This design comes from an exercise in tuning for small area on the open sky130 flow, not from production work.
Function was checked by simulation only, so behaviour that the tests miss may differ from the original.

oak:
Design SuperBallPickupMasterRotaryChampionDeluxe5, start of the top module:
module SuperBallPickupMasterRotaryChampionDeluxe5(
	input LeftA,
	input LeftB,
	input RightA,
	input RightB,
	input LeftA2,
	input LeftB2,
	input RightA2,
	input RightB2,
	input wire clk,			 
	input wire reset,			 
	output wire [6:0] seg,	 
	output wire [3:0] an,	 
	output wire dp,			 
	output wire [2:0] red,	 
	output wire [2:0] green, 
	output wire [1:0] blue,	 
	output wire hsync,		 
	output wire vsync,			 
	output resetOut
	);
==> module vga640x480, before the edit <==
module vga640x480(
	input wire clk,			 
	input wire pix_en,		 
	input wire moved,		 
	input wire clr,			 
	input [15:0] nposx,		 
	input [15:0] nposy,
	input [15:0] nposx2,
	input [15:0] nposy2,
	output wire hsync,
	output wire vsync,
	output wire [2:0] red,
	output wire [2:0] green,
	output wire [1:0] blue,
	output [3:0] score1,
	output [3:0] score2
	);
reg [9:0] ha;
reg [9:0] va;
wire hneg = ha[9] & ha[8];
wire vneg = va[9];
wire hend = ha[9] & ~ha[8] & ha[7] & ha[3] & ha[2] & ha[1];		 
wire vend = ~va[9] & va[8] & va[7] & va[6] & va[5] & va[3];		 
wire [9:0] ha_inc, va_inc;
inc_chain #(10) hinc(.q(ha), .cin(pix_en & ~hend), .s(ha_inc));
inc_chain #(10) vinc(.q(va), .cin(pix_en & hend & ~vend), .s(va_inc));
wire hload = pix_en & hend;		 
wire vload = pix_en & hend & vend;	 
always @(posedge clk or posedge clr)
	if (clr) begin
		ha <= 10'd879;
		va <= 10'd992;
	end else begin
		ha <= (ha_inc | ({10{hload}} & 10'b01_0110_0001)) & ~({10{hload}} & 10'b00_1000_0000);
		va <= (va_inc | ({10{vload}} & 10'b10_0000_0000)) & ~({10{vload}} & 10'b00_0000_1000);
	end
assign hsync = ~hneg | (ha[7] & ha[6] & (ha[5] | ha[4] | (ha[3] & ha[2] & ha[1] & ha[0])));
assign vsync = ~vneg | va[4] | va[3] | va[2] | va[1];
reg [8:0] ball;
wire [9:0] dh1, dh2, dhb;
wire [8:0] dv1, dv2, dvb;
wire ch1, ch2, chb, cv1, cv2, cvb;
add_chain #(10) sh1(.a(ha[9:0]), .b(nposx[9:0]),  .cin(1'b1), .s(dh1), .co(ch1));
add_chain #(10) sh2(.a(ha[9:0]), .b(nposx2[9:0]), .cin(1'b1), .s(dh2), .co(ch2));
add_chain #(10) shb(.a(ha[9:0]), .b({1'b1, ~ball}), .cin(1'b1), .s(dhb), .co(chb));
add_chain #(9)  sv1(.a(va[8:0]), .b(nposy[8:0]),  .cin(1'b1), .s(dv1), .co(cv1));
add_chain #(9)  sv2(.a(va[8:0]), .b(nposy2[8:0]), .cin(1'b1), .s(dv2), .co(cv2));
add_chain #(9)  svb(.a(va[8:0]), .b(~ball), .cin(1'b1), .s(dvb), .co(cvb));
wire h1 = ~hneg & &nposx[15:10]  & ch1 & ~|dh1[9:5] & ~(dh1[4] & (dh1[3] | dh1[2] | (dh1[1] & dh1[0])));
wire h2 = ~hneg & &nposx2[15:10] & ch2 & ~|dh2[9:5] & ~(dh2[4] & (dh2[3] | dh2[2] | (dh2[1] & dh2[0])));
wire v1 = ~vneg & &nposy[15:9]   & cv1 & ~|dv1[8:5] & ~(dv1[4] & (dv1[3] | dv1[2] | (dv1[1] & dv1[0])));
wire v2 = ~vneg & &nposy2[15:9]  & cv2 & ~|dv2[8:5] & ~(dv2[4] & (dv2[3] | dv2[2] | (dv2[1] & dv2[0])));
wire hb = ~hneg & chb & ~|dhb[9:4] & ~(dhb[3] & (dhb[2] | dhb[1] | dhb[0]));
wire vb = ~vneg & cvb & ~|dvb[8:4] & ~(dvb[3] & (dvb[2] | dvb[1] | dvb[0]));
wire p1 = h1 & v1;
wire p2 = h2 & v2;
wire pb = hb & vb;
reg [7:0] player1_color;
reg [7:0] player2_color;
assign {red, green, blue} = (p1 & p2 & pb) ? 8'b101_110_01 :
                            p1 ? player1_color :
                            p2 ? player2_color :
                            pb ? 8'b001_111_01 : 8'b0;
reg [8:0] random;
wire rend = random[8] & random[7] & random[4];	 
wire [8:0] random_inc;
inc_chain #(9) rinc(.q(random), .cin(pix_en & ~rend), .s(random_inc));
always @(posedge clk or posedge clr)
	if (clr) random <= 9'd0;
	else random <= random_inc & ~({9{pix_en & rend}} & 9'b1_1001_0000);
wire [8:0] cx1, cy1, cx2, cy2;
wire kx1, ky1, kx2, ky2;
add_chain #(9) scx1(.a(ball), .b(nposx[8:0]),  .cin(1'b1), .s(cx1), .co(kx1));
add_chain #(9) scy1(.a(ball), .b(nposy[8:0]),  .cin(1'b1), .s(cy1), .co(ky1));
add_chain #(9) scx2(.a(ball), .b(nposx2[8:0]), .cin(1'b1), .s(cx2), .co(kx2));
add_chain #(9) scy2(.a(ball), .b(nposy2[8:0]), .cin(1'b1), .s(cy2), .co(ky2));
wire in1x = &nposx[15:9]  & kx1 & ~|cx1[8:5] & ~(cx1[4] & (cx1[3] | (cx1[2] & (cx1[1] | cx1[0]))));
wire in1y = &nposy[15:9]  & ky1 & ~|cy1[8:5] & ~(cy1[4] & (cy1[3] | (cy1[2] & (cy1[1] | cy1[0]))));
wire in2x = &nposx2[15:9] & kx2 & ~|cx2[8:5] & ~(cx2[4] & (cx2[3] | (cx2[2] & (cx2[1] | cx2[0]))));
wire in2y = &nposy2[15:9] & ky2 & ~|cy2[8:5] & ~(cy2[4] & (cy2[3] | (cy2[2] & (cy2[1] | cy2[0]))));
reg moved_q;
wire catch1 = moved_q & in1x & in1y;
wire catch2 = moved_q & ~(in1x & in1y) & in2x & in2y;
wire [7:0] c1_inc, c2_inc;
inc_chain #(8) c1i(.q(player1_color), .cin(catch1), .s(c1_inc));
inc_chain #(8) c2i(.q(player2_color), .cin(catch2), .s(c2_inc));
always @(posedge clk or posedge clr)
	if (clr) begin
		moved_q <= 1'b0;
		ball <= 9'd300;
		player1_color <= 8'b11100110;
		player2_color <= 8'b00101011;
	end else begin
		moved_q <= moved;
		if (catch1 | catch2) ball <= random;
		player1_color <= c1_inc;
		player2_color <= c2_inc;
	end
assign score1 = player1_color[3:0] - 4'd6;
assign score2 = player2_color[3:0] - 4'd11;
endmodule
export LEC_CHECK = 0
export CAP_MARGIN = 20
export CORE_MARGIN = 2
export CORE_UTILIZATION = 40
export SLEW_MARGIN = 20
create_clock -name core_clock -period 20.0 [get_ports {clk}]
standard.sh (not shown) runs the stock make flow with config.mk's settings and CLKGATE_MAP_FILE= SYNTH_SCRIPT=/design/flow/synth_recipe.tcl, a recipe that flattens the netlist after the stock synthesis.
==> flow/flow/run.sh <==
#!/bin/bash
# Layout flow: the standard synthesis and layout (standard.sh), with a
# lighter clock tree (clkbuf_4 leaf buffers driving about 7 flip-flops each,
# no dummy loads) and the smallest buffer (buf_1) on the input and output ports.
# Each step's full output goes to its own log here (synth.log, layout.log),
# besides ORFS's per-step logs under orfs/logs.
set -euo pipefail
bash standard.sh synth > synth.log 2>&1
bash standard.sh \
  "CTS_ARGS=-sink_clustering_enable -repair_clock_nets -dont_use_dummy_load -buf_list sky130_fd_sc_hd__clkbuf_4 -sink_clustering_size 7 -sink_clustering_max_diameter 60" \
  "BUFFER_PORTS_ARGS=-buffer_cell sky130_fd_sc_hd__buf_1" \
  finish > layout.log 2>&1
Relative to oak, the following input files were edited for cedar:
--- a/flow/design.v
+++ b/flow/design.v
@@ -128,37 +128,37 @@
 	);
 reg [9:0] ha;
 reg [9:0] va;
 wire hneg = ha[9] & ha[8];
 wire vneg = va[9];
-wire hend = ha[9] & ~ha[8] & ha[7] & ha[3] & ha[2] & ha[1];		 
-wire vend = ~va[9] & va[8] & va[7] & va[6] & va[5] & va[3];		 
+wire hend = ha[9] & ~ha[8] & ha[7] & ha[3] & ha[2] & ha[1] & ha[0];	 
+wire vend = ~va[9] & va[8] & va[7] & va[6] & va[5] & va[3] & va[0];	 
 wire [9:0] ha_inc, va_inc;
 inc_chain #(10) hinc(.q(ha), .cin(pix_en & ~hend), .s(ha_inc));
 inc_chain #(10) vinc(.q(va), .cin(pix_en & hend & ~vend), .s(va_inc));
 wire hload = pix_en & hend;		 
 wire vload = pix_en & hend & vend;	 
 always @(posedge clk or posedge clr)
 	if (clr) begin
-		ha <= 10'd879;
-		va <= 10'd992;
+		ha <= 10'd880;
+		va <= 10'd993;
 	end else begin
-		ha <= (ha_inc | ({10{hload}} & 10'b01_0110_0001)) & ~({10{hload}} & 10'b00_1000_0000);
+		ha <= (ha_inc | ({10{hload}} & 10'b01_0111_0000)) & ~({10{hload}} & 10'b00_1000_1111);
 		va <= (va_inc | ({10{vload}} & 10'b10_0000_0000)) & ~({10{vload}} & 10'b00_0000_1000);
 	end
-assign hsync = ~hneg | (ha[7] & ha[6] & (ha[5] | ha[4] | (ha[3] & ha[2] & ha[1] & ha[0])));
-assign vsync = ~vneg | va[4] | va[3] | va[2] | va[1];
+assign hsync = ~hneg | (ha[7] & ha[6] & (ha[5] | ha[4]));
+assign vsync = ~vneg | va[4] | va[3] | va[2] | ~(va[1] ^ va[0]);
 reg [8:0] ball;
 wire [9:0] dh1, dh2, dhb;
 wire [8:0] dv1, dv2, dvb;
 wire ch1, ch2, chb, cv1, cv2, cvb;
-add_chain #(10) sh1(.a(ha[9:0]), .b(nposx[9:0]),  .cin(1'b1), .s(dh1), .co(ch1));
-add_chain #(10) sh2(.a(ha[9:0]), .b(nposx2[9:0]), .cin(1'b1), .s(dh2), .co(ch2));
-add_chain #(10) shb(.a(ha[9:0]), .b({1'b1, ~ball}), .cin(1'b1), .s(dhb), .co(chb));
-add_chain #(9)  sv1(.a(va[8:0]), .b(nposy[8:0]),  .cin(1'b1), .s(dv1), .co(cv1));
-add_chain #(9)  sv2(.a(va[8:0]), .b(nposy2[8:0]), .cin(1'b1), .s(dv2), .co(cv2));
-add_chain #(9)  svb(.a(va[8:0]), .b(~ball), .cin(1'b1), .s(dvb), .co(cvb));
+add_chain #(10) sh1(.a(ha[9:0]), .b(nposx[9:0]),  .cin(1'b0), .s(dh1), .co(ch1));
+add_chain #(10) sh2(.a(ha[9:0]), .b(nposx2[9:0]), .cin(1'b0), .s(dh2), .co(ch2));
+add_chain #(10) shb(.a(ha[9:0]), .b({1'b1, ~ball}), .cin(1'b0), .s(dhb), .co(chb));
+add_chain #(9)  sv1(.a(va[8:0]), .b(nposy[8:0]),  .cin(1'b0), .s(dv1), .co(cv1));
+add_chain #(9)  sv2(.a(va[8:0]), .b(nposy2[8:0]), .cin(1'b0), .s(dv2), .co(cv2));
+add_chain #(9)  svb(.a(va[8:0]), .b(~ball), .cin(1'b0), .s(dvb), .co(cvb));
 wire h1 = ~hneg & &nposx[15:10]  & ch1 & ~|dh1[9:5] & ~(dh1[4] & (dh1[3] | dh1[2] | (dh1[1] & dh1[0])));
 wire h2 = ~hneg & &nposx2[15:10] & ch2 & ~|dh2[9:5] & ~(dh2[4] & (dh2[3] | dh2[2] | (dh2[1] & dh2[0])));
 wire v1 = ~vneg & &nposy[15:9]   & cv1 & ~|dv1[8:5] & ~(dv1[4] & (dv1[3] | dv1[2] | (dv1[1] & dv1[0])));
 wire v2 = ~vneg & &nposy2[15:9]  & cv2 & ~|dv2[8:5] & ~(dv2[4] & (dv2[3] | dv2[2] | (dv2[1] & dv2[0])));
 wire hb = ~hneg & chb & ~|dhb[9:4] & ~(dhb[3] & (dhb[2] | dhb[1] | dhb[0]));
### Flow results
- [compare] base=oak new=cedar: adder and majority cell fraction of the synthesized area stayed essentially flat, clock tree buffer depth stayed essentially flat, post-route minimum period fell by 99 ps.
- Compared cedar against oak; footprint of the flip-flops and latches within noise.
- On cedar: initial antenna violation count is 1 higher than what oak gave.
- Flip-flop and latch share of the layout cell area on cedar is up relative to oak.

==> what the ideal ports hide <==
The flow's constraints put no driver on any port. The routed layouts listed below were extracted and timed again, unchanged, in two steps.
Step 1 sets driving cells, clkbuf_16 on the clock port and buf_2 on the other inputs (assumed; they add their load-dependent delay and slew).
Step 2 also shifts input and output timing later by t, the mid clock arrival at the registers, as if the neighbouring blocks saw the same clock.
Slacks: ideal ports / drivers / drivers and shift; pairs: ideal ports / drivers.
run	t (ns)	setup WS [ns]	worst slew at a driven data input, ns
oak	0.746	8.920 / 8.876 / 9.621	0.03
cedar	0.766	9.019 / 8.976 / 9.742	0.04
After both steps setup and hold are still met in every run listed.
